Context: an optimization exercise on an open-source flow, tuned for small area, a short achievable clock period and few clock cycles. The choices shown serve that exercise and are no tape-out recipe. In this exercise RTL edits were held to simulation tests only and were not proved equivalent to the original. Power figures rest on the tool's default switching activity, not on a simulated workload.

Design CPU, start of the top module:
module CPU
(
    clk_i,
    rst_i,
    imem_addr_o,
    imem_data_i,
    mem_data_i,
    mem_ack_i,
    mem_data_o,
    mem_addr_o,
    mem_enable_o,
    mem_write_o,
    wb_valid_o,
    wb_rd_o,
    wb_data_o
);
Settings: LEC_CHECK=0, CAP_MARGIN=20, CORE_MARGIN=2, CORE_UTILIZATION=40, CTS_CLUSTER_DIAMETER=60, CTS_CLUSTER_SIZE=20, PLACE_DENSITY=0.6, SLEW_MARGIN=20; clock period 15.0 ns.
standard.sh (not shown) runs the stock make flow with config.mk's settings and CLKGATE_MAP_FILE= SYNTH_SCRIPT=/design/flow/synth_recipe.tcl, a recipe that flattens the netlist after the stock synthesis.
==> flow/flow/run.sh <==
#!/bin/bash
# Layout flow: the standard layout (standard.sh: the standard synthesis, floorplan, placement,
# CTS and routing at the design's clock period and SDC) with two changes:
#  - repair_timing is asked to leave a setup margin (flow/setup_margin.txt), so that it sizes and
#    buffers the critical paths beyond what the 15 ns clock needs;
#  - after placement's repair_design, flow/post_resize.tcl makes the port buffers buf_4 and runs
#    repair_timing on the placement.
# make's output goes to make_finish.log here; each ORFS step keeps its own log under orfs/logs/.
set -euo pipefail
cd "$(dirname "$0")/.."
MARGIN=$(cat flow/setup_margin.txt)
echo "standard layout with SETUP_SLACK_MARGIN=$MARGIN and flow/post_resize.tcl"
bash standard.sh finish SETUP_SLACK_MARGIN="$MARGIN" POST_RESIZE_TCL="$PWD/flow/post_resize.tcl" \
  > make_finish.log 2>&1 || { tail -50 make_finish.log; exit 1; }
tail -5 make_finish.log
ls -l out/final.def
==> flow/flow/post_resize.tcl <==
# Hook run by ORFS's resize step (POST_RESIZE_TCL), after repair_design on the global placement.
# 1. The port buffers that buffer_ports chose (the library's weakest buffer, a delay cell) become
#    buf_4, or buf_1 on the wide data inputs, which have time to spare.
# 2. repair_timing with the setup margin in setup_margin.txt, on placement parasitics.
foreach inst [get_cells -quiet {input* output*}] {
  set ref [get_property $inst ref_name]
  if { ![string match "sky130_fd_sc_hd__*buf*" $ref] } { continue }
  set want sky130_fd_sc_hd__buf_4
  foreach pin [get_pins -of_objects $inst -filter "direction==input"] {
    foreach p [get_ports -quiet -of_objects [get_nets -of_objects $pin]] {
      if { [string match "mem_data_i*" [get_name $p]] || [string match "imem_data_i*" [get_name $p]] } {
        set want sky130_fd_sc_hd__buf_1
      }
    }
  }
  if { $ref != $want } {
    replace_cell $inst $want
  }
}
estimate_parasitics -placement
set fp [open [file join [file dirname [info script]] setup_margin.txt]]
set margin [string trim [read $fp]]
close $fp
repair_timing -setup -setup_margin $margin -repair_tns 100 -verbose
report_worst_slack -max
==> flow/flow/setup_margin.txt <==
10.3
Testbench counts at the start, summed over its fixed seeds: cycles 55,864.
Edit:
--- a/flow/flow/run.sh
+++ b/flow/flow/run.sh
@@ -4,5 +4,6 @@
 #  - repair_timing is asked to leave a setup margin (flow/setup_margin.txt), so that it sizes and
 #    buffers the critical paths beyond what the 15 ns clock needs;
-#  - after placement's repair_design, flow/post_resize.tcl makes the port buffers buf_4 and runs
+#  - after placement's repair_design, flow/post_resize.tcl resizes the port buffers (buf_4, or
+#    buf_1 on the wide data inputs) and runs
 #    repair_timing on the placement.
 # make's output goes to make_finish.log here; each ORFS step keeps its own log under orfs/logs/.
Settings changed: CORE_UTILIZATION 40 to 50, CTS_CLUSTER_DIAMETER 60 to 80, CTS_CLUSTER_SIZE 20 to 24.
=> The changed run ran to the end with no violations; non-clock buffer count went down by 83; global-route usage went up by 8.0 points; routed wire length went down by 2.2%; hold slack gets better by 0.0074 ns; utilization went up by 10 points; cell count went down by 6.9%; clock power went down by 19%.
Edit:
==> flow/flow/setup_margin.txt (replaced) <==
10.2
Settings changed: CORE_UTILIZATION 50 to 40, CTS_CLUSTER_DIAMETER 80 to 60, CTS_CLUSTER_SIZE 24 to 20.
=>
- die area climbs by a quarter to a third
- clock power climbs by a quarter to a third
- via count drops slightly
- global-route usage drops by 8.9 points
Edit:
--- a/flow/flow/run.sh
+++ b/flow/flow/run.sh
@@ -4,6 +4,5 @@
 #  - repair_timing is asked to leave a setup margin (flow/setup_margin.txt), so that it sizes and
 #    buffers the critical paths beyond what the 15 ns clock needs;
-#  - after placement's repair_design, flow/post_resize.tcl resizes the port buffers (buf_4, or
-#    buf_1 on the wide data inputs) and runs
+#  - after placement's repair_design, flow/post_resize.tcl makes the port buffers buf_4 and runs
 #    repair_timing on the placement.
 # make's output goes to make_finish.log here; each ORFS step keeps its own log under orfs/logs/.
==> flow/flow/setup_margin.txt (replaced) <==
10.3
Settings changed: CTS_CLUSTER_DIAMETER 60 to not set, CTS_CLUSTER_SIZE 20 to not set.
Outcome: Cell area rose by 3.5%; critical path depth fell by 4; wire length goes up by about 3%; synthesized area is unchanged; count of clock-buffer cells in the layout rose by 62; final cell count grows by 1.9%; combinational power rose by about 12%; setup slack improved by 0.059 ns; die area does not change; via count rises by 2.6%; maximum frequency grows by about 1.2%.

==> port drivers added, routing unchanged <==
Ports are ideal in the flow. The routed layouts listed here were re-timed in OpenROAD.
Step 1, drivers: a clkbuf_16 drives clk_i and a buf_2 each remaining input, both assumed.
Step 2 adds t to the input delays and takes it off the output delays; t is the mean of the earliest and latest rising clock arrival at the registers after step 1. Input paths then give back, and output paths get back, about the clock's delay inside the block.
Three values: ideal ports, drivers, drivers and shift; two values: the first two.
| run | t, ns | setup slack, ns | worst register clock-pin slew, ns | worst slew at a driven data input, ns | cell pins on the clock port's net |
|---|---|---|---|---|---|
| the first run | 0.962 | 10.206 / 10.171 / 9.966 | 0.09 / 0.09 | 0.21 | 1 |
| the second run | 0.922 | 10.153 / 10.153 / 9.805 | 0.11 / 0.11 | 0.20 | 1 |
| the third run | 0.944 | 10.161 / 10.103 / 9.908 | 0.09 / 0.09 | 0.17 | 1 |
| the fourth run | 0.953 | 10.220 / 10.171 / 9.920 | 0.07 / 0.07 | 0.19 | 1 |
After both steps setup and hold are still met in every run listed. The setup slack of the second run, which loses most, moves by 0.000 ns with the drivers and by -0.348 ns with both steps.
